This is an optimization exercise on Yosys and OpenROAD, whose aim is small area, not a production implementation. Only simulation tests tie the RTL to the original design; equivalence was not proved. Power is estimated from default activity; no workload was simulated.

**flow/design.v**
```verilog
module mul_s0 (input logic [15:0] a, input logic [7:0] b, output logic [23:0] p);
    logic pp1;
    assign pp1 = a[0] & b[0];
    logic pp2;
    assign pp2 = a[1] & b[0];
    logic pp3;
    assign pp3 = a[2] & b[0];
    logic pp4;
    assign pp4 = a[3] & b[0];
    logic pp5;
    assign pp5 = a[4] & b[0];
    logic pp6;
    assign pp6 = a[5] & b[0];
    logic pp7;
    assign pp7 = a[6] & b[0];
    logic pp8;
    assign pp8 = a[7] & b[0];
    logic pp9;
    assign pp9 = a[8] & b[0];
    logic pp10;
    assign pp10 = a[9] & b[0];
    logic pp11;
    assign pp11 = a[10] & b[0];
    logic pp12;
    assign pp12 = a[11] & b[0];
    logic pp13;
    assign pp13 = a[12] & b[0];
    logic pp14;
    assign pp14 = a[13] & b[0];
    logic pp15;
    assign pp15 = a[14] & b[0];
    logic pp16;
    assign pp16 = a[15] & b[0];
    logic pp17;
    assign pp17 = a[0] & b[1];
    logic pp18;
    assign pp18 = a[1] & b[1];
    logic pp19;
    assign pp19 = a[2] & b[1];
    logic pp20;
    assign pp20 = a[3] & b[1];
    logic pp21;
    assign pp21 = a[4] & b[1];
    logic pp22;
    assign pp22 = a[5] & b[1];
    logic pp23;
    assign pp23 = a[6] & b[1];
    logic pp24;
    assign pp24 = a[7] & b[1];
    logic pp25;
    assign pp25 = a[8] & b[1];
    logic pp26;
    assign pp26 = a[9] & b[1];
    logic pp27;
    assign pp27 = a[10] & b[1];
    logic pp28;
    assign pp28 = a[11] & b[1];
    logic pp29;
    assign pp29 = a[12] & b[1];
    logic pp30;
    assign pp30 = a[13] & b[1];
    logic pp31;
    assign pp31 = a[14] & b[1];
    logic pp32;
    assign pp32 = a[15] & b[1];
    logic pp33;
    assign pp33 = a[0] & b[2];
    logic pp34;
    assign pp34 = a[1] & b[2];
    logic pp35;
    assign pp35 = a[2] & b[2];
    logic pp36;
    assign pp36 = a[3] & b[2];
    logic pp37;
    assign pp37 = a[4] & b[2];
    logic pp38;
    assign pp38 = a[5] & b[2];
    logic pp39;
    assign pp39 = a[6] & b[2];
    logic pp40;
    assign pp40 = a[7] & b[2];
    logic pp41;
    assign pp41 = a[8] & b[2];
    logic pp42;
    assign pp42 = a[9] & b[2];
    logic pp43;
    assign pp43 = a[10] & b[2];
    logic pp44;
    assign pp44 = a[11] & b[2];
    logic pp45;
    assign pp45 = a[12] & b[2];
    logic pp46;
    assign pp46 = a[13] & b[2];
    logic pp47;
    assign pp47 = a[14] & b[2];
    logic pp48;
    assign pp48 = a[15] & b[2];
    logic pp49;
    assign pp49 = a[0] & b[3];
    logic pp50;
    assign pp50 = a[1] & b[3];
    logic pp51;
    assign pp51 = a[2] & b[3];
    logic pp52;
    assign pp52 = a[3] & b[3];
    logic pp53;
    assign pp53 = a[4] & b[3];
    logic pp54;
    assign pp54 = a[5] & b[3];
    logic pp55;
    assign pp55 = a[6] & b[3];
    logic pp56;
    assign pp56 = a[7] & b[3];
    logic pp57;
    assign pp57 = a[8] & b[3];
    logic pp58;
    assign pp58 = a[9] & b[3];
    logic pp59;
    assign pp59 = a[10] & b[3];
    logic pp60;
    assign pp60 = a[11] & b[3];
    logic pp61;
    assign pp61 = a[12] & b[3];
    logic pp62;
    assign pp62 = a[13] & b[3];
    logic pp63;
    assign pp63 = a[14] & b[3];
    logic pp64;
    assign pp64 = a[15] & b[3];
    logic pp65;
    assign pp65 = a[0] & b[4];
    logic pp66;
    assign pp66 = a[1] & b[4];
    logic pp67;
    assign pp67 = a[2] & b[4];
    logic pp68;
    assign pp68 = a[3] & b[4];
    logic pp69;
    assign pp69 = a[4] & b[4];
    logic pp70;
    assign pp70 = a[5] & b[4];
    logic pp71;
    assign pp71 = a[6] & b[4];
    logic pp72;
    assign pp72 = a[7] & b[4];
    logic pp73;
    assign pp73 = a[8] & b[4];
    logic pp74;
    assign pp74 = a[9] & b[4];
    logic pp75;
    assign pp75 = a[10] & b[4];
    logic pp76;
    assign pp76 = a[11] & b[4];
    logic pp77;
    assign pp77 = a[12] & b[4];
    logic pp78;
    assign pp78 = a[13] & b[4];
    logic pp79;
    assign pp79 = a[14] & b[4];
    logic pp80;
    assign pp80 = a[15] & b[4];
    logic pp81;
    assign pp81 = a[0] & b[5];
    logic pp82;
    assign pp82 = a[1] & b[5];
    logic pp83;
    assign pp83 = a[2] & b[5];
    logic pp84;
    assign pp84 = a[3] & b[5];
    logic pp85;
    assign pp85 = a[4] & b[5];
    logic pp86;
    assign pp86 = a[5] & b[5];
    logic pp87;
    assign pp87 = a[6] & b[5];
    logic pp88;
    assign pp88 = a[7] & b[5];
    logic pp89;
    assign pp89 = a[8] & b[5];
    logic pp90;
    assign pp90 = a[9] & b[5];
    logic pp91;
    assign pp91 = a[10] & b[5];
    logic pp92;
    assign pp92 = a[11] & b[5];
    logic pp93;
    assign pp93 = a[12] & b[5];
    logic pp94;
    assign pp94 = a[13] & b[5];
    logic pp95;
    assign pp95 = a[14] & b[5];
    logic pp96;
    assign pp96 = a[15] & b[5];
    logic pp97;
    assign pp97 = a[0] & b[6];
    logic pp98;
    assign pp98 = a[1] & b[6];
    logic pp99;
    assign pp99 = a[2] & b[6];
    logic pp100;
    assign pp100 = a[3] & b[6];
    logic pp101;
    assign pp101 = a[4] & b[6];
    logic pp102;
    assign pp102 = a[5] & b[6];
    logic pp103;
    assign pp103 = a[6] & b[6];
    logic pp104;
    assign pp104 = a[7] & b[6];
    logic pp105;
    assign pp105 = a[8] & b[6];
    logic pp106;
    assign pp106 = a[9] & b[6];
    logic pp107;
    assign pp107 = a[10] & b[6];
    logic pp108;
    assign pp108 = a[11] & b[6];
    logic pp109;
    assign pp109 = a[12] & b[6];
    logic pp110;
    assign pp110 = a[13] & b[6];
    logic pp111;
    assign pp111 = a[14] & b[6];
    logic pp112;
    assign pp112 = a[15] & b[6];
    logic pp113;
    assign pp113 = a[0] & b[7];
    logic pp114;
    assign pp114 = a[1] & b[7];
    logic pp115;
    assign pp115 = a[2] & b[7];
    logic pp116;
    assign pp116 = a[3] & b[7];
    logic pp117;
    assign pp117 = a[4] & b[7];
    logic pp118;
    assign pp118 = a[5] & b[7];
    logic pp119;
    assign pp119 = a[6] & b[7];
    logic pp120;
    assign pp120 = a[7] & b[7];
    logic pp121;
    assign pp121 = a[8] & b[7];
    logic pp122;
    assign pp122 = a[9] & b[7];
    logic pp123;
    assign pp123 = a[10] & b[7];
    logic pp124;
    assign pp124 = a[11] & b[7];
    logic pp125;
    assign pp125 = a[12] & b[7];
    logic pp126;
    assign pp126 = a[13] & b[7];
    logic pp127;
    assign pp127 = a[14] & b[7];
    logic pp128;
    assign pp128 = a[15] & b[7];
    logic s129;
    logic c130;
    ha_cell u_s129 (.x(pp7), .y(pp22), .s(s129), .c(c130));
    logic s131;
    logic c132;
    fa_cell u_s131 (.x(pp8), .y(pp23), .z(pp38), .s(s131), .c(c132));
    logic s133;
    logic c134;
    ha_cell u_s133 (.x(pp53), .y(pp68), .s(s133), .c(c134));
    logic s135;
    logic c136;
    fa_cell u_s135 (.x(pp9), .y(pp24), .z(pp39), .s(s135), .c(c136));
    logic s137;
    logic c138;
    fa_cell u_s137 (.x(pp54), .y(pp69), .z(pp84), .s(s137), .c(c138));
    logic s139;
    logic c140;
    fa_cell u_s139 (.x(pp10), .y(pp25), .z(pp40), .s(s139), .c(c140));
    logic s141;
    logic c142;
    fa_cell u_s141 (.x(pp55), .y(pp70), .z(pp85), .s(s141), .c(c142));
    logic s143;
    logic c144;
    fa_cell u_s143 (.x(pp11), .y(pp26), .z(pp41), .s(s143), .c(c144));
    logic s145;
    logic c146;
    fa_cell u_s145 (.x(pp56), .y(pp71), .z(pp86), .s(s145), .c(c146));
    logic s147;
    logic c148;
    fa_cell u_s147 (.x(pp12), .y(pp27), .z(pp42), .s(s147), .c(c148));
    logic s149;
    logic c150;
    fa_cell u_s149 (.x(pp57), .y(pp72), .z(pp87), .s(s149), .c(c150));
    logic s151;
    logic c152;
    fa_cell u_s151 (.x(pp13), .y(pp28), .z(pp43), .s(s151), .c(c152));
    logic s153;
    logic c154;
    fa_cell u_s153 (.x(pp58), .y(pp73), .z(pp88), .s(s153), .c(c154));
    logic s155;
    logic c156;
    fa_cell u_s155 (.x(pp14), .y(pp29), .z(pp44), .s(s155), .c(c156));
    logic s157;
    logic c158;
    fa_cell u_s157 (.x(pp59), .y(pp74), .z(pp89), .s(s157), .c(c158));
    logic s159;
    logic c160;
    fa_cell u_s159 (.x(pp15), .y(pp30), .z(pp45), .s(s159), .c(c160));
    logic s161;
    logic c162;
    fa_cell u_s161 (.x(pp60), .y(pp75), .z(pp90), .s(s161), .c(c162));
    logic s163;
    logic c164;
    fa_cell u_s163 (.x(pp16), .y(pp31), .z(pp46), .s(s163), .c(c164));
    logic s165;
    logic c166;
    fa_cell u_s165 (.x(pp61), .y(pp76), .z(pp91), .s(s165), .c(c166));
    logic s167;
    logic c168;
    fa_cell u_s167 (.x(pp32), .y(pp47), .z(pp62), .s(s167), .c(c168));
    logic s169;
    logic c170;
    ha_cell u_s169 (.x(pp77), .y(pp92), .s(s169), .c(c170));
    logic s171;
    logic c172;
    fa_cell u_s171 (.x(pp48), .y(pp63), .z(pp78), .s(s171), .c(c172));
    logic s173;
    logic c174;
    ha_cell u_s173 (.x(pp5), .y(pp20), .s(s173), .c(c174));
    logic s175;
    logic c176;
    fa_cell u_s175 (.x(pp6), .y(pp21), .z(pp36), .s(s175), .c(c176));
    logic s177;
    logic c178;
    ha_cell u_s177 (.x(pp51), .y(pp66), .s(s177), .c(c178));
    logic s179;
    logic c180;
    fa_cell u_s179 (.x(pp37), .y(pp52), .z(pp67), .s(s179), .c(c180));
    logic s181;
    logic c182;
    fa_cell u_s181 (.x(pp82), .y(pp97), .z(s129), .s(s181), .c(c182));
    logic s183;
    logic c184;
    fa_cell u_s183 (.x(pp83), .y(pp98), .z(pp113), .s(s183), .c(c184));
    logic s185;
    logic c186;
    fa_cell u_s185 (.x(s131), .y(s133), .z(c130), .s(s185), .c(c186));
    logic s187;
    logic c188;
    fa_cell u_s187 (.x(pp99), .y(pp114), .z(s135), .s(s187), .c(c188));
    logic s189;
    logic c190;
    fa_cell u_s189 (.x(s137), .y(c132), .z(c134), .s(s189), .c(c190));
    logic s191;
    logic c192;
    fa_cell u_s191 (.x(pp100), .y(pp115), .z(s139), .s(s191), .c(c192));
    logic s193;
    logic c194;
    fa_cell u_s193 (.x(s141), .y(c136), .z(c138), .s(s193), .c(c194));
    logic s195;
    logic c196;
    fa_cell u_s195 (.x(pp101), .y(pp116), .z(s143), .s(s195), .c(c196));
    logic s197;
    logic c198;
    fa_cell u_s197 (.x(s145), .y(c140), .z(c142), .s(s197), .c(c198));
    logic s199;
    logic c200;
    fa_cell u_s199 (.x(pp102), .y(pp117), .z(s147), .s(s199), .c(c200));
    logic s201;
    logic c202;
    fa_cell u_s201 (.x(s149), .y(c144), .z(c146), .s(s201), .c(c202));
    logic s203;
    logic c204;
    fa_cell u_s203 (.x(pp103), .y(pp118), .z(s151), .s(s203), .c(c204));
    logic s205;
    logic c206;
    fa_cell u_s205 (.x(s153), .y(c148), .z(c150), .s(s205), .c(c206));
    logic s207;
    logic c208;
    fa_cell u_s207 (.x(pp104), .y(pp119), .z(s155), .s(s207), .c(c208));
    logic s209;
    logic c210;
    fa_cell u_s209 (.x(s157), .y(c152), .z(c154), .s(s209), .c(c210));
    logic s211;
    logic c212;
    fa_cell u_s211 (.x(pp105), .y(pp120), .z(s159), .s(s211), .c(c212));
    logic s213;
    logic c214;
    fa_cell u_s213 (.x(s161), .y(c156), .z(c158), .s(s213), .c(c214));
    logic s215;
    logic c216;
    fa_cell u_s215 (.x(pp106), .y(pp121), .z(s163), .s(s215), .c(c216));
    logic s217;
    logic c218;
    fa_cell u_s217 (.x(s165), .y(c160), .z(c162), .s(s217), .c(c218));
    logic s219;
    logic c220;
    fa_cell u_s219 (.x(pp107), .y(pp122), .z(s167), .s(s219), .c(c220));
    logic s221;
    logic c222;
    fa_cell u_s221 (.x(s169), .y(c164), .z(c166), .s(s221), .c(c222));
    logic s223;
    logic c224;
    fa_cell u_s223 (.x(pp93), .y(pp108), .z(pp123), .s(s223), .c(c224));
    logic s225;
    logic c226;
    fa_cell u_s225 (.x(s171), .y(c168), .z(c170), .s(s225), .c(c226));
    logic s227;
    logic c228;
    fa_cell u_s227 (.x(pp64), .y(pp79), .z(pp94), .s(s227), .c(c228));
    logic s229;
    logic c230;
    fa_cell u_s229 (.x(pp109), .y(pp124), .z(c172), .s(s229), .c(c230));
    logic s231;
    logic c232;
    fa_cell u_s231 (.x(pp80), .y(pp95), .z(pp110), .s(s231), .c(c232));
    logic s233;
    logic c234;
    ha_cell u_s233 (.x(pp4), .y(pp19), .s(s233), .c(c234));
    logic s235;
    logic c236;
    fa_cell u_s235 (.x(pp35), .y(pp50), .z(pp65), .s(s235), .c(c236));
    logic s237;
    logic c238;
    fa_cell u_s237 (.x(pp81), .y(s175), .z(s177), .s(s237), .c(c238));
    logic s239;
    logic c240;
    fa_cell u_s239 (.x(s179), .y(s181), .z(c176), .s(s239), .c(c240));
    logic s241;
    logic c242;
    fa_cell u_s241 (.x(s183), .y(s185), .z(c180), .s(s241), .c(c242));
    logic s243;
    logic c244;
    fa_cell u_s243 (.x(s187), .y(s189), .z(c184), .s(s243), .c(c244));
    logic s245;
    logic c246;
    fa_cell u_s245 (.x(s191), .y(s193), .z(c188), .s(s245), .c(c246));
    logic s247;
    logic c248;
    fa_cell u_s247 (.x(s195), .y(s197), .z(c192), .s(s247), .c(c248));
    logic s249;
    logic c250;
    fa_cell u_s249 (.x(s199), .y(s201), .z(c196), .s(s249), .c(c250));
    logic s251;
    logic c252;
    fa_cell u_s251 (.x(s203), .y(s205), .z(c200), .s(s251), .c(c252));
    logic s253;
    logic c254;
    fa_cell u_s253 (.x(s207), .y(s209), .z(c204), .s(s253), .c(c254));
    logic s255;
    logic c256;
    fa_cell u_s255 (.x(s211), .y(s213), .z(c208), .s(s255), .c(c256));
    logic s257;
    logic c258;
    fa_cell u_s257 (.x(s215), .y(s217), .z(c212), .s(s257), .c(c258));
    logic s259;
    logic c260;
    fa_cell u_s259 (.x(s219), .y(s221), .z(c216), .s(s259), .c(c260));
    logic s261;
    logic c262;
    fa_cell u_s261 (.x(s223), .y(s225), .z(c220), .s(s261), .c(c262));
    logic s263;
    logic c264;
    fa_cell u_s263 (.x(s227), .y(s229), .z(c224), .s(s263), .c(c264));
    logic s265;
    logic c266;
    fa_cell u_s265 (.x(pp125), .y(s231), .z(c228), .s(s265), .c(c266));
    logic s267;
    logic c268;
    fa_cell u_s267 (.x(pp96), .y(pp111), .z(pp126), .s(s267), .c(c268));
    logic s269;
    logic c270;
    ha_cell u_s269 (.x(pp3), .y(pp18), .s(s269), .c(c270));
    logic s271;
    logic c272;
    fa_cell u_s271 (.x(pp34), .y(pp49), .z(s233), .s(s271), .c(c272));
    logic s273;
    logic c274;
    fa_cell u_s273 (.x(s173), .y(s235), .z(c234), .s(s273), .c(c274));
    logic s275;
    logic c276;
    fa_cell u_s275 (.x(c174), .y(s237), .z(c236), .s(s275), .c(c276));
    logic s277;
    logic c278;
    fa_cell u_s277 (.x(c178), .y(s239), .z(c238), .s(s277), .c(c278));
    logic s279;
    logic c280;
    fa_cell u_s279 (.x(c182), .y(s241), .z(c240), .s(s279), .c(c280));
    logic s281;
    logic c282;
    fa_cell u_s281 (.x(c186), .y(s243), .z(c242), .s(s281), .c(c282));
    logic s283;
    logic c284;
    fa_cell u_s283 (.x(c190), .y(s245), .z(c244), .s(s283), .c(c284));
    logic s285;
    logic c286;
    fa_cell u_s285 (.x(c194), .y(s247), .z(c246), .s(s285), .c(c286));
    logic s287;
    logic c288;
    fa_cell u_s287 (.x(c198), .y(s249), .z(c248), .s(s287), .c(c288));
    logic s289;
    logic c290;
    fa_cell u_s289 (.x(c202), .y(s251), .z(c250), .s(s289), .c(c290));
    logic s291;
    logic c292;
    fa_cell u_s291 (.x(c206), .y(s253), .z(c252), .s(s291), .c(c292));
    logic s293;
    logic c294;
    fa_cell u_s293 (.x(c210), .y(s255), .z(c254), .s(s293), .c(c294));
    logic s295;
    logic c296;
    fa_cell u_s295 (.x(c214), .y(s257), .z(c256), .s(s295), .c(c296));
    logic s297;
    logic c298;
    fa_cell u_s297 (.x(c218), .y(s259), .z(c258), .s(s297), .c(c298));
    logic s299;
    logic c300;
    fa_cell u_s299 (.x(c222), .y(s261), .z(c260), .s(s299), .c(c300));
    logic s301;
    logic c302;
    fa_cell u_s301 (.x(c226), .y(s263), .z(c262), .s(s301), .c(c302));
    logic s303;
    logic c304;
    fa_cell u_s303 (.x(c230), .y(s265), .z(c264), .s(s303), .c(c304));
    logic s305;
    logic c306;
    fa_cell u_s305 (.x(c232), .y(s267), .z(c266), .s(s305), .c(c306));
    logic s307;
    logic c308;
    fa_cell u_s307 (.x(pp112), .y(pp127), .z(c268), .s(s307), .c(c308));
    logic [23:0] sum309;
    assign sum309 = {1'b0, pp128, s307, s305, s303, s301, s299, s297, s295, s293, s291, s289, s287, s285, s283, s281, s279, s277, s275, s273, s271, pp33, pp2, pp1}
        + {1'b0, c308, c306, c304, c302, c300, c298, c296, c294, c292, c290, c288, c286, c284, c282, c280, c278, c276, c274, c272, c270, s269, pp17, 1'b0};
    assign p = {sum309[23], sum309[22], sum309[21], sum309[20], sum309[19], sum309[18], sum309[17], sum309[16], sum309[15], sum309[14], sum309[13], sum309[12], sum309[11], sum309[10], sum309[9], sum309[8], sum309[7], sum309[6], sum309[5], sum309[4], sum309[3], sum309[2], sum309[1], sum309[0]};
endmodule
module mul_s1 (input logic [15:0] a, input logic [7:0] b, input logic [31:0] l, output logic [31:0] p);
    logic pp1;
    assign pp1 = a[0] & b[0];
    logic pp2;
    assign pp2 = a[1] & b[0];
    logic pp3;
    assign pp3 = a[2] & b[0];
    logic pp4;
    assign pp4 = a[3] & b[0];
    logic pp5;
    assign pp5 = a[4] & b[0];
    logic pp6;
    assign pp6 = a[5] & b[0];
    logic pp7;
    assign pp7 = a[6] & b[0];
    logic pp8;
    assign pp8 = a[7] & b[0];
    logic pp9;
    assign pp9 = a[8] & b[0];
    logic pp10;
    assign pp10 = a[9] & b[0];
    logic pp11;
    assign pp11 = a[10] & b[0];
    logic pp12;
    assign pp12 = a[11] & b[0];
    logic pp13;
    assign pp13 = a[12] & b[0];
    logic pp14;
    assign pp14 = a[13] & b[0];
    logic pp15;
    assign pp15 = a[14] & b[0];
    logic pp16;
    assign pp16 = a[15] & b[0];
    logic pp17;
    assign pp17 = a[0] & b[1];
    logic pp18;
    assign pp18 = a[1] & b[1];
    logic pp19;
    assign pp19 = a[2] & b[1];
    logic pp20;
    assign pp20 = a[3] & b[1];
    logic pp21;
    assign pp21 = a[4] & b[1];
    logic pp22;
    assign pp22 = a[5] & b[1];
    logic pp23;
    assign pp23 = a[6] & b[1];
    logic pp24;
    assign pp24 = a[7] & b[1];
    logic pp25;
    assign pp25 = a[8] & b[1];
    logic pp26;
    assign pp26 = a[9] & b[1];
    logic pp27;
    assign pp27 = a[10] & b[1];
    logic pp28;
    assign pp28 = a[11] & b[1];
    logic pp29;
    assign pp29 = a[12] & b[1];
    logic pp30;
    assign pp30 = a[13] & b[1];
    logic pp31;
    assign pp31 = a[14] & b[1];
    logic pp32;
    assign pp32 = a[15] & b[1];
    logic pp33;
    assign pp33 = a[0] & b[2];
    logic pp34;
    assign pp34 = a[1] & b[2];
    logic pp35;
    assign pp35 = a[2] & b[2];
    logic pp36;
    assign pp36 = a[3] & b[2];
    logic pp37;
    assign pp37 = a[4] & b[2];
    logic pp38;
    assign pp38 = a[5] & b[2];
    logic pp39;
    assign pp39 = a[6] & b[2];
    logic pp40;
    assign pp40 = a[7] & b[2];
    logic pp41;
    assign pp41 = a[8] & b[2];
    logic pp42;
    assign pp42 = a[9] & b[2];
    logic pp43;
    assign pp43 = a[10] & b[2];
    logic pp44;
    assign pp44 = a[11] & b[2];
    logic pp45;
    assign pp45 = a[12] & b[2];
    logic pp46;
    assign pp46 = a[13] & b[2];
    logic pp47;
    assign pp47 = a[14] & b[2];
    logic pp48;
    assign pp48 = a[15] & b[2];
    logic pp49;
    assign pp49 = a[0] & b[3];
    logic pp50;
    assign pp50 = a[1] & b[3];
    logic pp51;
    assign pp51 = a[2] & b[3];
    logic pp52;
    assign pp52 = a[3] & b[3];
    logic pp53;
    assign pp53 = a[4] & b[3];
    logic pp54;
    assign pp54 = a[5] & b[3];
    logic pp55;
    assign pp55 = a[6] & b[3];
    logic pp56;
    assign pp56 = a[7] & b[3];
    logic pp57;
    assign pp57 = a[8] & b[3];
    logic pp58;
    assign pp58 = a[9] & b[3];
    logic pp59;
    assign pp59 = a[10] & b[3];
    logic pp60;
    assign pp60 = a[11] & b[3];
    logic pp61;
    assign pp61 = a[12] & b[3];
    logic pp62;
    assign pp62 = a[13] & b[3];
    logic pp63;
    assign pp63 = a[14] & b[3];
    logic pp64;
    assign pp64 = a[15] & b[3];
    logic pp65;
    assign pp65 = a[0] & b[4];
    logic pp66;
    assign pp66 = a[1] & b[4];
    logic pp67;
    assign pp67 = a[2] & b[4];
    logic pp68;
    assign pp68 = a[3] & b[4];
    logic pp69;
    assign pp69 = a[4] & b[4];
    logic pp70;
    assign pp70 = a[5] & b[4];
    logic pp71;
    assign pp71 = a[6] & b[4];
    logic pp72;
    assign pp72 = a[7] & b[4];
    logic pp73;
    assign pp73 = a[8] & b[4];
    logic pp74;
    assign pp74 = a[9] & b[4];
    logic pp75;
    assign pp75 = a[10] & b[4];
    logic pp76;
    assign pp76 = a[11] & b[4];
    logic pp77;
    assign pp77 = a[12] & b[4];
    logic pp78;
    assign pp78 = a[13] & b[4];
    logic pp79;
    assign pp79 = a[14] & b[4];
    logic pp80;
    assign pp80 = a[15] & b[4];
    logic pp81;
    assign pp81 = a[0] & b[5];
    logic pp82;
    assign pp82 = a[1] & b[5];
    logic pp83;
    assign pp83 = a[2] & b[5];
    logic pp84;
    assign pp84 = a[3] & b[5];
    logic pp85;
    assign pp85 = a[4] & b[5];
    logic pp86;
    assign pp86 = a[5] & b[5];
    logic pp87;
    assign pp87 = a[6] & b[5];
    logic pp88;
    assign pp88 = a[7] & b[5];
    logic pp89;
    assign pp89 = a[8] & b[5];
    logic pp90;
    assign pp90 = a[9] & b[5];
    logic pp91;
    assign pp91 = a[10] & b[5];
    logic pp92;
    assign pp92 = a[11] & b[5];
    logic pp93;
    assign pp93 = a[12] & b[5];
    logic pp94;
    assign pp94 = a[13] & b[5];
    logic pp95;
    assign pp95 = a[14] & b[5];
    logic pp96;
    assign pp96 = a[15] & b[5];
    logic pp97;
    assign pp97 = a[0] & b[6];
    logic pp98;
    assign pp98 = a[1] & b[6];
    logic pp99;
    assign pp99 = a[2] & b[6];
    logic pp100;
    assign pp100 = a[3] & b[6];
    logic pp101;
    assign pp101 = a[4] & b[6];
    logic pp102;
    assign pp102 = a[5] & b[6];
    logic pp103;
    assign pp103 = a[6] & b[6];
    logic pp104;
    assign pp104 = a[7] & b[6];
    logic pp105;
    assign pp105 = a[8] & b[6];
    logic pp106;
    assign pp106 = a[9] & b[6];
    logic pp107;
    assign pp107 = a[10] & b[6];
    logic pp108;
    assign pp108 = a[11] & b[6];
    logic pp109;
    assign pp109 = a[12] & b[6];
    logic pp110;
    assign pp110 = a[13] & b[6];
    logic pp111;
    assign pp111 = a[14] & b[6];
    logic pp112;
    assign pp112 = a[15] & b[6];
    logic pp113;
    assign pp113 = a[0] & b[7];
    logic pp114;
    assign pp114 = a[1] & b[7];
    logic pp115;
    assign pp115 = a[2] & b[7];
    logic pp116;
    assign pp116 = a[3] & b[7];
    logic pp117;
    assign pp117 = a[4] & b[7];
    logic pp118;
    assign pp118 = a[5] & b[7];
    logic pp119;
    assign pp119 = a[6] & b[7];
    logic pp120;
    assign pp120 = a[7] & b[7];
    logic pp121;
    assign pp121 = a[8] & b[7];
    logic pp122;
    assign pp122 = a[9] & b[7];
    logic pp123;
    assign pp123 = a[10] & b[7];
    logic pp124;
    assign pp124 = a[11] & b[7];
    logic pp125;
    assign pp125 = a[12] & b[7];
    logic pp126;
    assign pp126 = a[13] & b[7];
    logic pp127;
    assign pp127 = a[14] & b[7];
    logic pp128;
    assign pp128 = a[15] & b[7];
    logic s129;
    logic c130;
    ha_cell u_s129 (.x(l[13]), .y(pp6), .s(s129), .c(c130));
    logic s131;
    logic c132;
    fa_cell u_s131 (.x(l[14]), .y(pp7), .z(pp22), .s(s131), .c(c132));
    logic s133;
    logic c134;
    ha_cell u_s133 (.x(pp37), .y(pp52), .s(s133), .c(c134));
    logic s135;
    logic c136;
    fa_cell u_s135 (.x(l[15]), .y(pp8), .z(pp23), .s(s135), .c(c136));
    logic s137;
    logic c138;
    fa_cell u_s137 (.x(pp38), .y(pp53), .z(pp68), .s(s137), .c(c138));
    logic s139;
    logic c140;
    ha_cell u_s139 (.x(pp83), .y(pp98), .s(s139), .c(c140));
    logic s141;
    logic c142;
    fa_cell u_s141 (.x(l[16]), .y(pp9), .z(pp24), .s(s141), .c(c142));
    logic s143;
    logic c144;
    fa_cell u_s143 (.x(pp39), .y(pp54), .z(pp69), .s(s143), .c(c144));
    logic s145;
    logic c146;
    fa_cell u_s145 (.x(pp84), .y(pp99), .z(pp114), .s(s145), .c(c146));
    logic s147;
    logic c148;
    fa_cell u_s147 (.x(l[17]), .y(pp10), .z(pp25), .s(s147), .c(c148));
    logic s149;
    logic c150;
    fa_cell u_s149 (.x(pp40), .y(pp55), .z(pp70), .s(s149), .c(c150));
    logic s151;
    logic c152;
    fa_cell u_s151 (.x(pp85), .y(pp100), .z(pp115), .s(s151), .c(c152));
    logic s153;
    logic c154;
    fa_cell u_s153 (.x(l[18]), .y(pp11), .z(pp26), .s(s153), .c(c154));
    logic s155;
    logic c156;
    fa_cell u_s155 (.x(pp41), .y(pp56), .z(pp71), .s(s155), .c(c156));
    logic s157;
    logic c158;
    fa_cell u_s157 (.x(pp86), .y(pp101), .z(pp116), .s(s157), .c(c158));
    logic s159;
    logic c160;
    fa_cell u_s159 (.x(l[19]), .y(pp12), .z(pp27), .s(s159), .c(c160));
    logic s161;
    logic c162;
    fa_cell u_s161 (.x(pp42), .y(pp57), .z(pp72), .s(s161), .c(c162));
    logic s163;
    logic c164;
    fa_cell u_s163 (.x(pp87), .y(pp102), .z(pp117), .s(s163), .c(c164));
    logic s165;
    logic c166;
    fa_cell u_s165 (.x(l[20]), .y(pp13), .z(pp28), .s(s165), .c(c166));
    logic s167;
    logic c168;
    fa_cell u_s167 (.x(pp43), .y(pp58), .z(pp73), .s(s167), .c(c168));
    logic s169;
    logic c170;
    fa_cell u_s169 (.x(pp88), .y(pp103), .z(pp118), .s(s169), .c(c170));
    logic s171;
    logic c172;
    fa_cell u_s171 (.x(l[21]), .y(pp14), .z(pp29), .s(s171), .c(c172));
    logic s173;
    logic c174;
    fa_cell u_s173 (.x(pp44), .y(pp59), .z(pp74), .s(s173), .c(c174));
    logic s175;
    logic c176;
    fa_cell u_s175 (.x(pp89), .y(pp104), .z(pp119), .s(s175), .c(c176));
    logic s177;
    logic c178;
    fa_cell u_s177 (.x(l[22]), .y(pp15), .z(pp30), .s(s177), .c(c178));
    logic s179;
    logic c180;
    fa_cell u_s179 (.x(pp45), .y(pp60), .z(pp75), .s(s179), .c(c180));
    logic s181;
    logic c182;
    fa_cell u_s181 (.x(pp90), .y(pp105), .z(pp120), .s(s181), .c(c182));
    logic s183;
    logic c184;
    fa_cell u_s183 (.x(l[23]), .y(pp16), .z(pp31), .s(s183), .c(c184));
    logic s185;
    logic c186;
    fa_cell u_s185 (.x(pp46), .y(pp61), .z(pp76), .s(s185), .c(c186));
    logic s187;
    logic c188;
    fa_cell u_s187 (.x(pp91), .y(pp106), .z(pp121), .s(s187), .c(c188));
    logic s189;
    logic c190;
    fa_cell u_s189 (.x(l[24]), .y(pp32), .z(pp47), .s(s189), .c(c190));
    logic s191;
    logic c192;
    fa_cell u_s191 (.x(pp62), .y(pp77), .z(pp92), .s(s191), .c(c192));
    logic s193;
    logic c194;
    ha_cell u_s193 (.x(pp107), .y(pp122), .s(s193), .c(c194));
    logic s195;
    logic c196;
    fa_cell u_s195 (.x(l[25]), .y(pp48), .z(pp63), .s(s195), .c(c196));
    logic s197;
    logic c198;
    fa_cell u_s197 (.x(pp78), .y(pp93), .z(pp108), .s(s197), .c(c198));
    logic s199;
    logic c200;
    fa_cell u_s199 (.x(l[26]), .y(pp64), .z(pp79), .s(s199), .c(c200));
    logic s201;
    logic c202;
    ha_cell u_s201 (.x(l[11]), .y(pp4), .s(s201), .c(c202));
    logic s203;
    logic c204;
    fa_cell u_s203 (.x(l[12]), .y(pp5), .z(pp20), .s(s203), .c(c204));
    logic s205;
    logic c206;
    ha_cell u_s205 (.x(pp35), .y(pp50), .s(s205), .c(c206));
    logic s207;
    logic c208;
    fa_cell u_s207 (.x(pp21), .y(pp36), .z(pp51), .s(s207), .c(c208));
    logic s209;
    logic c210;
    fa_cell u_s209 (.x(pp66), .y(pp81), .z(s129), .s(s209), .c(c210));
    logic s211;
    logic c212;
    fa_cell u_s211 (.x(pp67), .y(pp82), .z(pp97), .s(s211), .c(c212));
    logic s213;
    logic c214;
    fa_cell u_s213 (.x(s131), .y(s133), .z(c130), .s(s213), .c(c214));
    logic s215;
    logic c216;
    fa_cell u_s215 (.x(pp113), .y(s135), .z(s137), .s(s215), .c(c216));
    logic s217;
    logic c218;
    fa_cell u_s217 (.x(s139), .y(c132), .z(c134), .s(s217), .c(c218));
    logic s219;
    logic c220;
    fa_cell u_s219 (.x(s141), .y(s143), .z(s145), .s(s219), .c(c220));
    logic s221;
    logic c222;
    fa_cell u_s221 (.x(c136), .y(c138), .z(c140), .s(s221), .c(c222));
    logic s223;
    logic c224;
    fa_cell u_s223 (.x(s147), .y(s149), .z(s151), .s(s223), .c(c224));
    logic s225;
    logic c226;
    fa_cell u_s225 (.x(c142), .y(c144), .z(c146), .s(s225), .c(c226));
    logic s227;
    logic c228;
    fa_cell u_s227 (.x(s153), .y(s155), .z(s157), .s(s227), .c(c228));
    logic s229;
    logic c230;
    fa_cell u_s229 (.x(c148), .y(c150), .z(c152), .s(s229), .c(c230));
    logic s231;
    logic c232;
    fa_cell u_s231 (.x(s159), .y(s161), .z(s163), .s(s231), .c(c232));
    logic s233;
    logic c234;
    fa_cell u_s233 (.x(c154), .y(c156), .z(c158), .s(s233), .c(c234));
    logic s235;
    logic c236;
    fa_cell u_s235 (.x(s165), .y(s167), .z(s169), .s(s235), .c(c236));
    logic s237;
    logic c238;
    fa_cell u_s237 (.x(c160), .y(c162), .z(c164), .s(s237), .c(c238));
    logic s239;
    logic c240;
    fa_cell u_s239 (.x(s171), .y(s173), .z(s175), .s(s239), .c(c240));
    logic s241;
    logic c242;
    fa_cell u_s241 (.x(c166), .y(c168), .z(c170), .s(s241), .c(c242));
    logic s243;
    logic c244;
    fa_cell u_s243 (.x(s177), .y(s179), .z(s181), .s(s243), .c(c244));
    logic s245;
    logic c246;
    fa_cell u_s245 (.x(c172), .y(c174), .z(c176), .s(s245), .c(c246));
    logic s247;
    logic c248;
    fa_cell u_s247 (.x(s183), .y(s185), .z(s187), .s(s247), .c(c248));
    logic s249;
    logic c250;
    fa_cell u_s249 (.x(c178), .y(c180), .z(c182), .s(s249), .c(c250));
    logic s251;
    logic c252;
    fa_cell u_s251 (.x(s189), .y(s191), .z(s193), .s(s251), .c(c252));
    logic s253;
    logic c254;
    fa_cell u_s253 (.x(c184), .y(c186), .z(c188), .s(s253), .c(c254));
    logic s255;
    logic c256;
    fa_cell u_s255 (.x(pp123), .y(s195), .z(s197), .s(s255), .c(c256));
    logic s257;
    logic c258;
    fa_cell u_s257 (.x(c190), .y(c192), .z(c194), .s(s257), .c(c258));
    logic s259;
    logic c260;
    fa_cell u_s259 (.x(pp94), .y(pp109), .z(pp124), .s(s259), .c(c260));
    logic s261;
    logic c262;
    fa_cell u_s261 (.x(s199), .y(c196), .z(c198), .s(s261), .c(c262));
    logic s263;
    logic c264;
    fa_cell u_s263 (.x(l[27]), .y(pp80), .z(pp95), .s(s263), .c(c264));
    logic s265;
    logic c266;
    fa_cell u_s265 (.x(pp110), .y(pp125), .z(c200), .s(s265), .c(c266));
    logic s267;
    logic c268;
    fa_cell u_s267 (.x(l[28]), .y(pp96), .z(pp111), .s(s267), .c(c268));
    logic s269;
    logic c270;
    ha_cell u_s269 (.x(l[10]), .y(pp3), .s(s269), .c(c270));
    logic s271;
    logic c272;
    fa_cell u_s271 (.x(pp19), .y(pp34), .z(pp49), .s(s271), .c(c272));
    logic s273;
    logic c274;
    fa_cell u_s273 (.x(pp65), .y(s203), .z(s205), .s(s273), .c(c274));
    logic s275;
    logic c276;
    fa_cell u_s275 (.x(s207), .y(s209), .z(c204), .s(s275), .c(c276));
    logic s277;
    logic c278;
    fa_cell u_s277 (.x(s211), .y(s213), .z(c208), .s(s277), .c(c278));
    logic s279;
    logic c280;
    fa_cell u_s279 (.x(s215), .y(s217), .z(c212), .s(s279), .c(c280));
    logic s281;
    logic c282;
    fa_cell u_s281 (.x(s219), .y(s221), .z(c216), .s(s281), .c(c282));
    logic s283;
    logic c284;
    fa_cell u_s283 (.x(s223), .y(s225), .z(c220), .s(s283), .c(c284));
    logic s285;
    logic c286;
    fa_cell u_s285 (.x(s227), .y(s229), .z(c224), .s(s285), .c(c286));
    logic s287;
    logic c288;
    fa_cell u_s287 (.x(s231), .y(s233), .z(c228), .s(s287), .c(c288));
    logic s289;
    logic c290;
    fa_cell u_s289 (.x(s235), .y(s237), .z(c232), .s(s289), .c(c290));
    logic s291;
    logic c292;
    fa_cell u_s291 (.x(s239), .y(s241), .z(c236), .s(s291), .c(c292));
    logic s293;
    logic c294;
    fa_cell u_s293 (.x(s243), .y(s245), .z(c240), .s(s293), .c(c294));
    logic s295;
    logic c296;
    fa_cell u_s295 (.x(s247), .y(s249), .z(c244), .s(s295), .c(c296));
    logic s297;
    logic c298;
    fa_cell u_s297 (.x(s251), .y(s253), .z(c248), .s(s297), .c(c298));
    logic s299;
    logic c300;
    fa_cell u_s299 (.x(s255), .y(s257), .z(c252), .s(s299), .c(c300));
    logic s301;
    logic c302;
    fa_cell u_s301 (.x(s259), .y(s261), .z(c256), .s(s301), .c(c302));
    logic s303;
    logic c304;
    fa_cell u_s303 (.x(s263), .y(s265), .z(c260), .s(s303), .c(c304));
    logic s305;
    logic c306;
    fa_cell u_s305 (.x(pp126), .y(s267), .z(c264), .s(s305), .c(c306));
    logic s307;
    logic c308;
    fa_cell u_s307 (.x(l[29]), .y(pp112), .z(pp127), .s(s307), .c(c308));
    logic s309;
    logic c310;
    ha_cell u_s309 (.x(l[9]), .y(pp2), .s(s309), .c(c310));
    logic s311;
    logic c312;
    fa_cell u_s311 (.x(pp18), .y(pp33), .z(s269), .s(s311), .c(c312));
    logic s313;
    logic c314;
    fa_cell u_s313 (.x(s201), .y(s271), .z(c270), .s(s313), .c(c314));
    logic s315;
    logic c316;
    fa_cell u_s315 (.x(c202), .y(s273), .z(c272), .s(s315), .c(c316));
    logic s317;
    logic c318;
    fa_cell u_s317 (.x(c206), .y(s275), .z(c274), .s(s317), .c(c318));
    logic s319;
    logic c320;
    fa_cell u_s319 (.x(c210), .y(s277), .z(c276), .s(s319), .c(c320));
    logic s321;
    logic c322;
    fa_cell u_s321 (.x(c214), .y(s279), .z(c278), .s(s321), .c(c322));
    logic s323;
    logic c324;
    fa_cell u_s323 (.x(c218), .y(s281), .z(c280), .s(s323), .c(c324));
    logic s325;
    logic c326;
    fa_cell u_s325 (.x(c222), .y(s283), .z(c282), .s(s325), .c(c326));
    logic s327;
    logic c328;
    fa_cell u_s327 (.x(c226), .y(s285), .z(c284), .s(s327), .c(c328));
    logic s329;
    logic c330;
    fa_cell u_s329 (.x(c230), .y(s287), .z(c286), .s(s329), .c(c330));
    logic s331;
    logic c332;
    fa_cell u_s331 (.x(c234), .y(s289), .z(c288), .s(s331), .c(c332));
    logic s333;
    logic c334;
    fa_cell u_s333 (.x(c238), .y(s291), .z(c290), .s(s333), .c(c334));
    logic s335;
    logic c336;
    fa_cell u_s335 (.x(c242), .y(s293), .z(c292), .s(s335), .c(c336));
    logic s337;
    logic c338;
    fa_cell u_s337 (.x(c246), .y(s295), .z(c294), .s(s337), .c(c338));
    logic s339;
    logic c340;
    fa_cell u_s339 (.x(c250), .y(s297), .z(c296), .s(s339), .c(c340));
    logic s341;
    logic c342;
    fa_cell u_s341 (.x(c254), .y(s299), .z(c298), .s(s341), .c(c342));
    logic s343;
    logic c344;
    fa_cell u_s343 (.x(c258), .y(s301), .z(c300), .s(s343), .c(c344));
    logic s345;
    logic c346;
    fa_cell u_s345 (.x(c262), .y(s303), .z(c302), .s(s345), .c(c346));
    logic s347;
    logic c348;
    fa_cell u_s347 (.x(c266), .y(s305), .z(c304), .s(s347), .c(c348));
    logic s349;
    logic c350;
    fa_cell u_s349 (.x(c268), .y(s307), .z(c306), .s(s349), .c(c350));
    logic s351;
    logic c352;
    fa_cell u_s351 (.x(l[30]), .y(pp128), .z(c308), .s(s351), .c(c352));
    logic [31:0] sum353;
    assign sum353 = {l[31], s351, s349, s347, s345, s343, s341, s339, s337, s335, s333, s331, s329, s327, s325, s323, s321, s319, s317, s315, s313, s311, pp17, l[8], l[7], l[6], l[5], l[4], l[3], l[2], l[1], l[0]}
        + {c352, c350, c348, c346, c344, c342, c340, c338, c336, c334, c332, c330, c328, c326, c324, c322, c320, c318, c316, c314, c312, c310, s309, pp1, 1'b0, 1'b0, 1'b0, 1'b0, 1'b0, 1'b0, 1'b0, 1'b0};
    assign p = {sum353[31], sum353[30], sum353[29], sum353[28], sum353[27], sum353[26], sum353[25], sum353[24], sum353[23], sum353[22], sum353[21], sum353[20], sum353[19], sum353[18], sum353[17], sum353[16], sum353[15], sum353[14], sum353[13], sum353[12], sum353[11], sum353[10], sum353[9], sum353[8], sum353[7], sum353[6], sum353[5], sum353[4], sum353[3], sum353[2], sum353[1], sum353[0]};
endmodule
module fa_cell (input logic x, input logic y, input logic z, output logic s, output logic c);
    assign s = x ^ y ^ z;
    assign c = (x & y) | (x & z) | (y & z);
endmodule
module ha_cell (input logic x, input logic y, output logic s, output logic c);
    assign s = x ^ y;
    assign c = x & y;
endmodule
module mult_mem_top (
    input  logic        clk,
    input  logic        rst,
    input  logic        EN_mult,
    input  logic        EN_blockRead,
    input  logic [15:0] mult_input0,
    input  logic [15:0] mult_input1,
    output logic        RDY_mult,
    output logic        VALID_memVal,
    output logic [31:0] memVal_data
);
    localparam logic [1:0] S_IDLE = 2'd0, S_CAP = 2'd1, S_FULL = 2'd2, S_READ = 2'd3;
    logic [1:0]  st;
    logic [6:0]  cnt;      
    logic [2:0]  rot;      
    logic [7:0]  tsel;     
    logic [63:0][31:0] m;  
    logic [23:0] lo;
    logic [15:0] a0;
    logic [7:4]  b0;       
    logic [31:0] prod;
    logic        conv;
    mul_s0 u_lo (.a(mult_input0), .b(mult_input1[7:0]), .p(lo));
    mul_s1 u_hi (.a(a0), .b({b0[7:4], m[0][27:24]}),
                 .l({m[0][31:24] & {8{!conv}}, m[0][23:0]}), .p(prod));
    logic idle, start, push, chain;
    assign idle  = rst || (st == S_IDLE);
    assign start = idle && EN_mult;
    assign push  = !idle && (st == S_CAP) && !cnt[6];
    assign chain = push || ((st == S_READ) && (cnt != 7'd0) && (rot == 3'd0));
    always_ff @(posedge clk) begin
        if (idle) begin
            RDY_mult     <= 1'b1;
            VALID_memVal <= 1'b0;
            cnt          <= 7'd0;
            st           <= EN_mult ? S_CAP : S_IDLE;
        end else begin
            case (st)
                S_CAP: begin
                    cnt <= cnt + 7'd1;
                    if (cnt == 7'd71) RDY_mult <= 1'b0;
                    if (cnt == 7'd73) st <= S_FULL;
                end
                S_FULL: begin
                    cnt <= 7'd0;
                    if (EN_blockRead) begin
                        st   <= S_READ;
                        tsel <= 8'd1 << (rot + 3'd1);
                    end
                end
                default: begin  
                    VALID_memVal <= 1'b1;
                    cnt <= cnt + 7'd1;
                    if (cnt == 7'd63) begin
                        RDY_mult <= 1'b1;
                        st       <= S_IDLE;
                    end
                end
            endcase
        end
    end
    always_ff @(posedge clk) begin
        if (start)      rot <= 3'd0;
        else if (!chain) rot <= rot + 3'd1;
    end
    always_ff @(posedge clk) begin
        a0   <= push ? mult_input0 : 16'd0;
        b0   <= mult_input1[15:12];
        conv <= push;
        for (int g = 0; g < 8; g++) begin
            for (int j = (g == 0) ? 2 : 1; j < 8; j++)
                m[8*g+j] <= m[8*g+j-1];
        end
        m[0] <= push ? {mult_input1[15:8], lo} : m[7];
        m[1] <= prod;
        for (int g = 1; g < 8; g++)
            m[8*g] <= chain ? m[8*g-1] : m[8*g+7];
    end
    always_comb begin
        memVal_data = '0;
        for (int i = 0; i < 8; i++)
            memVal_data = memVal_data | (m[56+i] & {32{tsel[i]}});
    end
endmodule
```
**flow/config.mk**
```make
export PLATFORM = sky130hd
export DESIGN_NAME = mult_mem_top
export DESIGN_NICKNAME = mult_mem_top
export VERILOG_FILES = /design/flow/design.v
export SDC_FILE = /design/flow/constraint.sdc
export NUM_CORES = 4
export LEC_CHECK = 0
export CAP_MARGIN = 0
export CORE_MARGIN = 2
export CORE_UTILIZATION = 65
export CTS_CLUSTER_DIAMETER = 100
export CTS_CLUSTER_SIZE = 30
export SLEW_MARGIN = 0
export SYNTH_HIERARCHICAL = 1
export SYNTH_MINIMUM_KEEP_SIZE = 0
```
**flow/run.sh**
```bash
#!/bin/bash
# synth_recipe.tcl (not shown) runs the flow's synth.tcl, then flattens the netlist and writes it again
# the make line also repeats each setting of config.mk as NAME=value (left out here)
make -C /OpenROAD-flow-scripts/flow DESIGN_CONFIG=/design/flow/config.mk WORK_HOME=/design/flow/orfs CLKGATE_MAP_FILE= SYNTH_SCRIPT=/design/flow/synth_recipe.tcl finish
```
**flow/constraint.sdc**
```tcl
create_clock -name core_clock -period 4.5 [get_ports {clk}]
set_input_delay 0.9000 -clock core_clock [delete_from_list [all_inputs] [get_ports {clk}]]
set_output_delay 0.9000 -clock core_clock [all_outputs]
set_load 0.01 [all_outputs]
```
==> reports/qor.txt, run 1 <==
Share of layout cells above drive strength 1: 14.2%
Initial antenna violation count: 1
Placed insts: 4,801
Biggest area consumer among synthesized cells: dfxtp_1
Iter 0 DRT Violations: 1,060
Ys async rst share: 0%
Residual DRC: 0
Die height: 297 um
Final Non-Filler Cells: 4,900
Library cells used by synthesis: 73
Final setup viols: 0
Register Area: 42,000 sq um
Area contributors post-synth: dfxtp_1 (75%), fa_1 (6.8%), mux2_4 (4.0%)
Final Cycle Share: 98.1%
Vias per Instance: 4.99
First-pass GRT wire length: 136,000 um
Via count: 24,436
Status: finished clean
Total power: 36.6 mW
Number of synthesized flops with an enable pin: 10
Commonest cells post-synth: dfxtp_1 (2,081), and2_1 (280), fa_1 (189)
Synthesis-stage register bit count: 2,091
Max Buffers Root-to-Sink: 3
Top Family by Delay on Critical Path: adder cells
Setup TNS: 0 ps
RD Place Congestion: 0.844
Layout Skew: 37.3 ps
Most used DFF post-synth: dfxtp_1
Worst-margin pin slew: 1100 ps
Critical path buffer and inverter count: 1
Placed cell area: 58,500 sq um
Syn Inst Count: 3,540
Worst-path clk slew: 110 ps
CTS Root Cell: clkbuf_16
Worst Min Path Start: m[310]
Post-route cell area: 60,900 sq um
CTS sink count: 2,091
Setup WS pre-CTS: -951 ps
Slowest cell on crit path: fa_1
CTS tree: built
Routed Wire Length: 84,600 um
Worst reg-to-reg path cell count: 13
TritonCTS Buffers: 80
Syn nets: 3,837
Fmax: 0.227 GHz
Rows: 107
Die area: 88,000 sq um
Port Buffer Count: 69
Worst vdd ir: 579 uV
Synth top area share: 74.8%
Max-slew violation count: 0
Hold Path Cell Cnt: 0
Mean routed wirelength per cell: 17.3 um
WS Path Type: reg2reg
Rel. slew slack: 26.3%
Hold_buf cts: 0
Most frequent CP cell: fa_1
Core box area: 85,000 sq um
Global Route Usage Sum: 19.5%
FF-to-FF End: m[56]
Power per cell area: 600 nW/um^2
WP data arrival: 4940 ps
Tmin final: 4410 ps
# nets final: 4,041
Crit-path cells: buf_12 > and2_1 > fa_1 > fa_1 > fa_1 > fa_1 > ha_2 > a21oi_4 > o211ai_1 > a32oi_1 > o21ai_2 > and3_1 > a211o_1
Die width: 297 um
Largest net degree at the start of global routing: 121
Worst endpoint required time: 5030 ps
Synthesized cell area: 55,700 sq um
Area Growth Syn to Fin: 9.45%
Final hold viol count: 0
Antenna Violating Nets Remaining: 0
Final setup margin: 86.8 ps
Leak Pwr: 25.6 nW
Crit path max fanout: 17
Antenna cells: 0
HP Class: reg2reg
Worst r2r src: m[27]
Fillcell total: 5,522
Worst path depth: 13
Reg2reg setup slack: 90 ps
CP endpoint kind: flop
Total of warnings raised by yosys: 7
Clock Latency Late Sink: 660 ps
Max Cap Viol: 0
Initial Utilization: 65.5%
CP Launch Type: flop
Remaining global-route overflow: 0
First drt pass iteration count: 5
Syn Area/Cell: 15.7 sq um
Count leader, synth: dfxtp_1
Area of the multi-input gates: 13,400 sq um
Vias in the first global route: 25,708
CP max stage delay: 590 ps
WHS Endpoint: m[342]
H-tree levels: 3
Sequential area share after synthesis: 75.4%
I/O Pins: 70
HPWL after DPL: 55,800 um
==> power breakdown <==
part           switching (mW)  internal (mW)
Sequential              0.695           20.6
Clock                    5.08           3.42
Combinational            3.47           3.29
Total                    9.25           27.3
==> logic make-up (layout without fill, tap and decap cells) <==
logic type | after synthesis | count (layout) | synth area share, %
muxes | 226 | 226 | 5.57
buffers and inverters | 113 | 329 | 1.09
DFF | 2091 | 2091 | 75.4
and+or+nand+nor | 536 | 536 | 5.29
adders and majority gates | 261 | 261 | 8.42
AOI/OAI and AO/OA | 267 | 267 | 3.52
xor gates and xnor gates | 46 | 46 | 0.724
==> flip-flops by register name, indices dropped and copies added, names as in the netlist <==
register	cells
a0	16
VALID_memVal	1
rot	3
st	2
RDY_mult	1
tsel	8
cnt	7
m	2048
conv	1
b0	4
==> worst reg2reg max path: cells and delay by family (launching register included) <==
family | cells | cell delay [ps]
buffers and inverters | 1 | 160
DFF | 1 | 350
adders and majority gates | 5 | 2450
AOI/OAI and AO/OA | 5 | 930
and+or+nand+nor | 2 | 390
==> modules after synthesis, one instance, submodules excluded <==
module / cells / flip-flops and latches
ha_cell: 1 / 0
mult_mem_top: 2741 / 2091
mul_s0: 278 / 0
fa_cell: 1 / 0
mul_s1: 319 / 0
==> placed cells by master, fill, tap and decap left out, types with 6 or more instances in the layout <==
cell | Yosys | final
dfxtp_1 | 2081 | 2077
and2_1 | 280 | 275
fa_1 | 189 | 188
mux2_4 | 149 | 149
buf_4 | 9 | 131
nand2_1 | 132 | 130
a22oi_1 | 128 | 128
clkbuf_16 | 0 | 82
mux2_2 | 76 | 76
ha_1 | 72 | 57
clkdlybuf4s50_1 | 0 | 50
nand4_1 | 37 | 37
a21oi_1 | 40 | 30
nor2_1 | 30 | 28
xnor2_1 | 28 | 28
inv_1 | 22 | 22
xor2_1 | 18 | 18
nor2b_1 | 15 | 15
a21o_1 | 14 | 14
a21oi_2 | 4 | 13
o21ai_0 | 19 | 12
nand3_1 | 12 | 12
ha_4 | 0 | 12
o21ai_1 | 7 | 10
edfxtp_1 | 10 | 10
nor3_1 | 10 | 9
clkbuf_2 | 1 | 8
buf_12 | 0 | 8
o211ai_1 | 7 | 7
and3_1 | 6 | 6
o21a_1 | 6 | 6
dlymetal6s2s_1 | 0 | 6
==> metrics by stage <==
step	hold slack [ps]	utilization, %
6_report	308	71.7
5_1_grt	290	71.7
4_1_cts	290	71.5
3_5_place_dp	312	68.8
3_3_place_gp	310	68.8
2_1_floorplan	310	-
==> how the worst max path moves through the flow <==
stage | end | start | slack (ps)
after floorplan | m[19] | mult_input1[0] | -170
after global placement | m[22] | mult_input1[4] | -930
after detailed placement | m[19] | mult_input1[1] | -950
after CTS | m[56] | m[27] | -5
after global routing | m[57] | m[26] | -10
final | m[56] | m[27] | 90
==> final cells by class <==
type,count,area share (%)
Clock inverter,9,0.244
Multi-Input combinational cell,1336,22.0
Sequential cell,2091,68.9
Inverter,24,0.150
Timing Repair Buffer,211,3.02
Clock buffer,85,3.39
Tap cell,1144,2.35
==> per-layer routing <==
layer	GRT usage (%)	routed length (um)	up-vias
li1	-	-	11882
met1	26.8	39800	12103
met2	32.6	40200	327
met3	2.66	2640	124
met4	5.85	1950	0
met5	0	0	-
==> repair_timing <==
| item | CTS | global route |
|---|---|---|
| resized for setup | 27 | 61 |
| setup buffers | 5 | 1 |
| setup endpoints to repair | 25 | 23 |
| pin swaps | 15 | 41 |
| cloned | 0 | 0 |
==> run 2: changes to the inputs <==
--- a/flow/config.mk
+++ b/flow/config.mk
@@ -5,6 +5,7 @@
 export SDC_FILE = /design/flow/constraint.sdc
 export NUM_CORES = 4
 export LEC_CHECK = 0
+export ABC_AREA = 1
 export CAP_MARGIN = 0
 export CORE_MARGIN = 2
 export CORE_UTILIZATION = 65
==> reports/qor.txt, run 2 <==
Leak Pwr: 29.2 nW (+14%)
Initial Utilization: 65.6% (+0.10 points)
Top reg by flops: m
Crit-path cells: clkdlybuf4s50_1 > buf_12 > nand2_1 > inv_1 > fa_1 > fa_1 > fa_1 > fa_1 > ha_1 > nand2_1 > nor2_1 > inv_1 > nor2_2 > nand3b_1 > nand3_1 > nand2_1 > nand2_1 > nand2_1 > nand2_1
H-tree levels: 3 (unchanged)
Power per cell area: 765 nW/um^2 (+28%)
CP endpoint kind: flop
Die area: 89,900 sq um (+2.2%)
Layout Skew: 26.6 ps (-10.7 ps)
Placed cell area: 59,100 sq um (+1.1%)
Ys async rst share: 0% (unchanged)
CP max stage delay: 550 ps (-40 ps)
Vias per Instance: 4.70 (-5.8%)
M1 GR Usage: 28.6% (+1.8 points)
Max-slew violation count: 0 (unchanged)
Antenna cells: 0 (unchanged)
HP Class: reg2reg
Core box area: 86,800 sq um (+2.0%)
Most Used Layer, Global Route: met2
Sequential area share after synthesis: 73.8% (-1.6 points)
Worst-margin pin slew: 818 ps (-287 ps)
Worst vdd ir: 584 uV (+1.0%)
Status: finished clean
Area Growth Syn to Fin: 7.93%
Syn Area/Cell: 12.0 sq um (-24%)
Via count: 28,252 (+16%)
Antenna Violating Nets Remaining: 0 (unchanged)
Port Buffer Count: 69 (unchanged)
Most used DFF post-synth: dfxtp_1
Grt met2 use: 32.5% (-0.099 points)
Most frequent CP cell: nand2_1
Syn nets: 5,050 (+32%)
Die height: 300 um (+1.1%)
Iter 0 DRT Violations: 1,489 (+40%)
Top Family by Delay on Critical Path: adder cells
Area contributors post-synth: dfxtp_1 (73%), nand2_1 (6.7%), fa_1 (6.7%)
Worst endpoint required time: 5090 ps (+60 ps)
First-pass GRT wire length: 145,000 um (+6.5%)
Biggest area consumer among synthesized cells: dfxtp_1
Setup WS pre-CTS: -541 ps (+410 ps)
Most frequent cells in the layout: dfxtp_1 (2,081), nand2_1 (1,008), inv_1 (549)
Final setup viols: 0 (unchanged)
Routed Wire Length: 87,600 um (+3.6%)
Count leader, synth: dfxtp_1
Synth top area share: 73.2% (-1.6 points)
Residual DRC: 0 (unchanged)
# nets final: 5,141 (+27%)
Post-route cell area: 61,400 sq um (+0.79%)
Final setup margin: 193 ps (+106 ps)
HPWL after DPL: 60,300 um (+8.0%)
WS Path Type: in2reg
Library cells used by synthesis: 39 (-47%)
Syn Inst Count: 4,753 (+34%)
First drt pass iteration count: 4 (-1)
Commonest non-fill, non-tap cell in the layout: dfxtp_1
TritonCTS Buffers: 80 (unchanged)
WP data arrival: 4900 ps (-40 ps)
CTS Root Cell: clkbuf_16
Initial antenna violation count: 0 (-1)
I/O Pins: 70 (unchanged)
Max Buffers Root-to-Sink: 3 (unchanged)
Max reg flops: 2,048 (unchanged)
Rel. slew slack: 45.4% (+19 points)
Slowest cell on crit path: fa_1
CP Launch Type: primary input
Hold_buf cts: 0 (unchanged)
Fmax: 0.232 GHz (+2.5%)
Total of warnings raised by yosys: 7 (unchanged)
Regs by FF count: m: 2048 flops, a0: 16 flops, tsel: 8 flops
Met3 Use GR: 2.36% (-0.30 points)
Number of synthesized flops with an enable pin: 10 (unchanged)
CTS sink count: 2,091 (unchanged)
Final Cycle Share: 95.7% (-2.4 points)
Vias in the first global route: 28,440 (+11%)
Synthesized cell area: 56,900 sq um (+2.2%)
Worst r2r src: a0[9]
Remaining global-route overflow: 0 (unchanged)
Commonest cells post-synth: dfxtp_1 (2,081), nand2_1 (1,012), inv_1 (549)
Global Route Usage Sum: 20.0% (+0.45 points)
CTS tree: built
Tmin final: 4310 ps (-106 ps)
Clock Latency Late Sink: 660 ps (about the same)
Synthesis-stage register bit count: 2,091 (unchanged)
Crit path from: mult_input1[3]
Largest net degree at the start of global routing: 78 (-36%)
Die width: 300 um (+1.1%)
Worst Min Path Start: m[719]
Critical path buffer and inverter count: 4 (+3)
Worst-path clk slew: 110 ps (about the same)
Mean routed wirelength per cell: 14.6 um (-16%)
Rows: 108 (+0.93%)
Setup TNS: 0 ps (unchanged)
Crit path max fanout: 16 (-1)
RD Place Congestion: 0.899 (+6.5%)
Final hold viol count: 0 (unchanged)
Max Cap Viol: 0 (unchanged)
Share of layout cells above drive strength 1: 5.02% (-9.2 points)
run 2: changes by cell type after synthesis, sizes merged, moves of 97 or more:
cell,change
a22oi,-128
a21oi,+97
and2,-278
nand2,+896
nor2,+174
inv,+529
mux2,-225
run 2: worst paths after layout:
check	end	slack, ps	cells after the start
worst max-delay path	m[20]	190	19
worst min-delay path	m[751]	310	0
worst max register to register	m[52]	300	14
worst min register to register	m[751]	310	0
run 2: layout make-up:
class / instances / area [sq um]
flip-flops and latches: 2091 / 42000
fillers: 6328 / 25400
multi-input cells: 1950 / 12200
inverters: 553 / 2080
clock buffers: 83 / 2030
repair buffers: 168 / 1540
well taps: 1155 / 1450
clock inverters: 11 / 171
run 2: repair_timing:
item                                    in CTS  in global routing
buffers inserted                             0                  0
resized for setup                            0                 18
endpoints found under the setup margin       0                 13
hold endpoints to repair                     0                  0
run 2: where the power goes:
group	internal [mW]	switching (mW)
clock network	3.34	5.11
logic	3.39	5.28
registers	27.3	2.54
run 2: worst reg2reg max path, cell delays in order, from the launching register on:
cell	delay (ps)
dfxtp_1	660
nand2_1	110
inv_1	90
fa_1	440
fa_1	580
fa_1	470
fa_1	510
ha_1	350
nand2_1	140
inv_1	80
a21oi_1	190
nand2_1	90
inv_1	50
nand2_1	60
xor2_1	270
run 2: kinds of logic after synthesis:
kind of cell	synth area share, %
AO/OA/AOI/OAI	3.14
XOR/XNOR	0.354
adder cells (fa/ha/maj)	8.23
buffers and inverters	5.03
flip-flops	73.8
AND/OR/NAND/NOR	9.49
run 2: routing by layer:
metal / up-vias / part of all wire [%] / wire length [um]
met5: - / 0 / 0
met4: 0 / 2.1 / 1860
li1: 14446 / - / -
met1: 13339 / 49 / 43100
met2: 346 / 45 / 39800
met3: 121 / 3.2 / 2820
run 2: modules after synthesis (local to each module, per instance):
module        area (sq um)  cells inside  flops+latches  times used
mult_mem_top         47400          3305           2091           1
ha_cell               12.5             1              0          15
mul_s1                2880           649              0           1
fa_cell               20.0             1              0         187
mul_s0                2630           597              0           1
run 2: per-stage QoR:
step / hold slack [ps] / instances / power (mW) / utilization (%)
floorplan: 310 / 4753 / 35.3 / -
global placement: 309 / 5917 / 38.4 / 68.1
detailed placement: 312 / 5917 / 38.9 / 68.1
CTS: 303 / 6011 / 47.4 / 70.7
global route: 307 / 6011 / 50.0 / 70.8
finish: 314 / 6011 / 47.0 / 70.8
==> run 3: changes to the inputs <==
--- a/flow/design.v
+++ b/flow/design.v
@@ -1201,18 +1201,37 @@
         if (start)      rot <= 3'd0;
         else if (!chain) rot <= rot + 3'd1;
     end
+    logic [63:0][31:0] d;   
+    logic [7:0][31:0]  dj;    
+    logic [7:0]        sj;    
+    logic [7:0][31:0]  aj;    
+    logic [7:0][31:0]  bj;
+    assign sj[0] = push;
+    assign aj[0] = {mult_input1[15:8], lo};
+    assign bj[0] = m[7];
+    for (genvar g = 1; g < 8; g++) begin : grp
+        assign sj[g] = chain;
+        assign aj[g] = m[8*g-1];
+        assign bj[g] = m[8*g+7];
+    end
+    for (genvar g = 0; g < 8; g++) begin : gw
+        for (genvar k = 0; k < 32; k++) begin : gb
+            mux2 u_j (.s(sj[g]), .sn(!sj[g]), .a(aj[g][k]), .b(bj[g][k]), .y(dj[g][k]));
+        end
+    end
+    for (genvar w = 0; w < 64; w++) begin : wd
+        if (w == 1)
+            assign d[w] = prod;
+        else if (w % 8 == 0)
+            assign d[w] = dj[w/8];
+        else
+            assign d[w] = m[w-1];
+    end
     always_ff @(posedge clk) begin
         a0   <= push ? mult_input0 : 16'd0;
         b0   <= mult_input1[15:12];
         conv <= push;
-        for (int g = 0; g < 8; g++) begin
-            for (int j = (g == 0) ? 2 : 1; j < 8; j++)
-                m[8*g+j] <= m[8*g+j-1];
-        end
-        m[0] <= push ? {mult_input1[15:8], lo} : m[7];
-        m[1] <= prod;
-        for (int g = 1; g < 8; g++)
-            m[8*g] <= chain ? m[8*g-1] : m[8*g+7];
+        m    <= d;
     end
     always_comb begin
         memVal_data = '0;
@@ -1220,3 +1239,12 @@
             memVal_data = memVal_data | (m[56+i] & {32{tsel[i]}});
     end
 endmodule
+module mux2 (
+    input  logic s,
+    input  logic sn,
+    input  logic a,
+    input  logic b,
+    output logic y
+);
+    assign y = (s & a) | (sn & b);
+endmodule
--- a/flow/config.mk
+++ b/flow/config.mk
@@ -5,7 +5,6 @@
 export SDC_FILE = /design/flow/constraint.sdc
 export NUM_CORES = 4
 export LEC_CHECK = 0
-export ABC_AREA = 1
 export CAP_MARGIN = 0
 export CORE_MARGIN = 2
 export CORE_UTILIZATION = 65
==> reports/qor.txt, run 3 <==
Status: finished clean
Rel. slew slack: 49.4% (+3.9 points)
Placed insts: 4,673 (-21%)
Port Buffer Count: 69 (unchanged)
Number of synthesized flops with an enable pin: 10 (unchanged)
Syn Area/Cell: 15.7 sq um (+32%)
Mean routed wirelength per cell: 18.6 um (+28%)
Worst vdd ir: 452 uV (-23%)
Die width: 293 um (-2.3%)
Worst endpoint required time: 5060 ps (-30 ps)
Routed Wire Length: 89,000 um (+1.6%)
Vias in the first global route: 26,777 (-5.8%)
Regs by FF count: m: 2048 flops, a0: 16 flops, tsel: 8 flops
WP data arrival: 4960 ps (+60 ps)
Residual DRC: 0 (unchanged)
Initial Utilization: 65.8% (+0.25 points)
Final Non-Filler Cells: 4,777 (-21%)
TritonCTS Buffers: 81 (+1.3%)
# nets final: 3,993 (-22%)
Power per cell area: 614 nW/um^2 (-20%)
Total of warnings raised by yosys: 7 (unchanged)
Max Buffers Root-to-Sink: 3 (unchanged)
Layout Skew: 43.3 ps (+16.7 ps)
Most used DFF post-synth: dfxtp_1
Biggest area consumer among synthesized cells: dfxtp_1
CTS sink count: 2,091 (unchanged)
Largest net degree at the start of global routing: 99 (+27%)
Max reg flops: 2,048 (unchanged)
Final setup viols: 0 (unchanged)
Register Area: 42,000 sq um (about the same)
First-pass GRT wire length: 145,000 um (+0.16%)
Antenna cells: 0 (unchanged)
First drt pass iteration count: 5 (+1)
HPWL after DPL: 56,900 um (-5.7%)
RD Place Congestion: 0.844 (-6.1%)
Synthesis-stage register bit count: 2,091 (unchanged)
Area contributors post-synth: dfxtp_1 (77%), fa_1 (7.0%), a22o_1 (4.1%)
CTS tree: built
Final hold viol count: 0 (unchanged)
Total power: 36.8 mW (-22%)
Worst-margin pin slew: 759 ps (-59.0 ps)
CP Launch Type: primary input
Final Cycle Share: 97.9% (+2.2 points)
Worst-path clk slew: 100 ps (about the same)
Global Route Usage Sum: 21.3% (+1.3 points)
Max-slew violation count: 0 (unchanged)
Die height: 293 um (-2.3%)
Die area: 85,700 sq um (-4.6%)
Core box area: 82,400 sq um (-5.0%)
## run 3: changes by cell type in the layout (fill, tap and decap cells not counted), moves of 18 or more
cell / before / now
nor2_1: 192 / 28
a221oi_1: 41 / 0
and2_1: 2 / 268
a22oi_1: 0 / 128
o21ai_1: 78 / 8
nand3_1: 88 / 11
buf_4: 91 / 137
a22o_1: 12 / 256
nand2_1: 1008 / 31
nand4_1: 12 / 38
a21oi_1: 137 / 29
inv_1: 549 / 23
xnor2_1: 4 / 28
nand2_2: 18 / 0
## run 3: path summary, 6_finish.rpt
path / startpoint / endpoint / depth (start not counted) / slack [ps]
setup / recovery: mult_input0[3] / m[17] / 15 / 90
hold reg to reg: m[1462] / m[1494] / 0 / 310
setup reg to reg: m[25] / m[61] / 13 / 110
hold / removal: m[1462] / m[1494] / 0 / 310
## run 3: per-layer routing
metal  track usage [%]  vias up  wire length (um)
li1                  -    12016                 -
met1              29.5    12394             41600
met2              35.7      395             42600
met3              2.60      121              2740
met4              5.70        0              2040
met5                 0        -                 0
## run 3: final cells by class
| type | instances | area share [%] |
|---|---|---|
| multi-input combinational | 1269 | 20.5 |
| sequential | 2091 | 69.9 |
| timing repair buffer | 227 | 3.38 |
| tap | 1070 | 2.23 |
| clock inverter | 9 | 0.329 |
| clock buffer | 85 | 3.49 |
| inverter | 26 | 0.183 |
## run 3: critical path: stages
cell             delay [ps]
clkdlybuf4s50_1         480
and2_1                  150
fa_1                    440
fa_1                    510
fa_1                    430
fa_1                    530
ha_4                    220
a21oi_4                 140
o21ai_2                  70
a21o_1                  180
a211oi_4                330
buf_4                   190
o31ai_4                  50
xnor2_1                 130
a22o_1                  200
## run 3: cells by family (layout without fill, tap and decap cells)
group | Yosys count | after routing | synth area share (%)
AOI/OAI and AO/OA | 526 | 526 | 7.78
xor gates and xnor gates | 45 | 45 | 0.727
adders and majority gates | 261 | 261 | 8.64
buffers and inverters | 84 | 347 | 0.695
DFF | 2091 | 2091 | 77.4
muxes | 1 | 1 | 0.0208
and+or+nand+nor | 436 | 436 | 4.76
## run 3: per-stage QoR
step           setup TNS (ps)  setup slack (ps)  utilization [%]  hold slack (ps)  cell area [sq um]
2_1_floorplan         -433900             -1930                -              310              54400
3_3_place_gp           -12620              -879             69.7              310              57400
3_5_place_dp           -13590              -950             69.7              312              57400
4_1_cts                     0              4.23             72.6              318              59800
5_1_grt                 -17.2             -6.76             72.8              320              60000
6_report                    0              94.6             72.8              314              60000
## run 3: modules after synthesis (local to each module, per instance)
module,flip-flops and latches,area [sq um],cells,times used
mul_s1,0,2160,319,1
mux2,0,8.76,1,256
mul_s0,0,1910,278,1
fa_cell,0,20.0,1,187
ha_cell,0,12.5,1,15
mult_mem_top,2091,44000,2389,1
## run 3: repair_timing
action                                  CTS  global route
buffers inserted                          7             2
resized for setup                        43            54
gates cloned                              1             0
endpoints found under the setup margin   17            17
pin swaps                                24            52
## run 3: power by group
group          leakage [nW]  total, mW  internal [mW]  switching [mW]
clock                  1.11       8.59           3.44            5.15
sequential             17.0       21.5           20.6           0.839
combinational          6.50       6.78           3.25            3.53
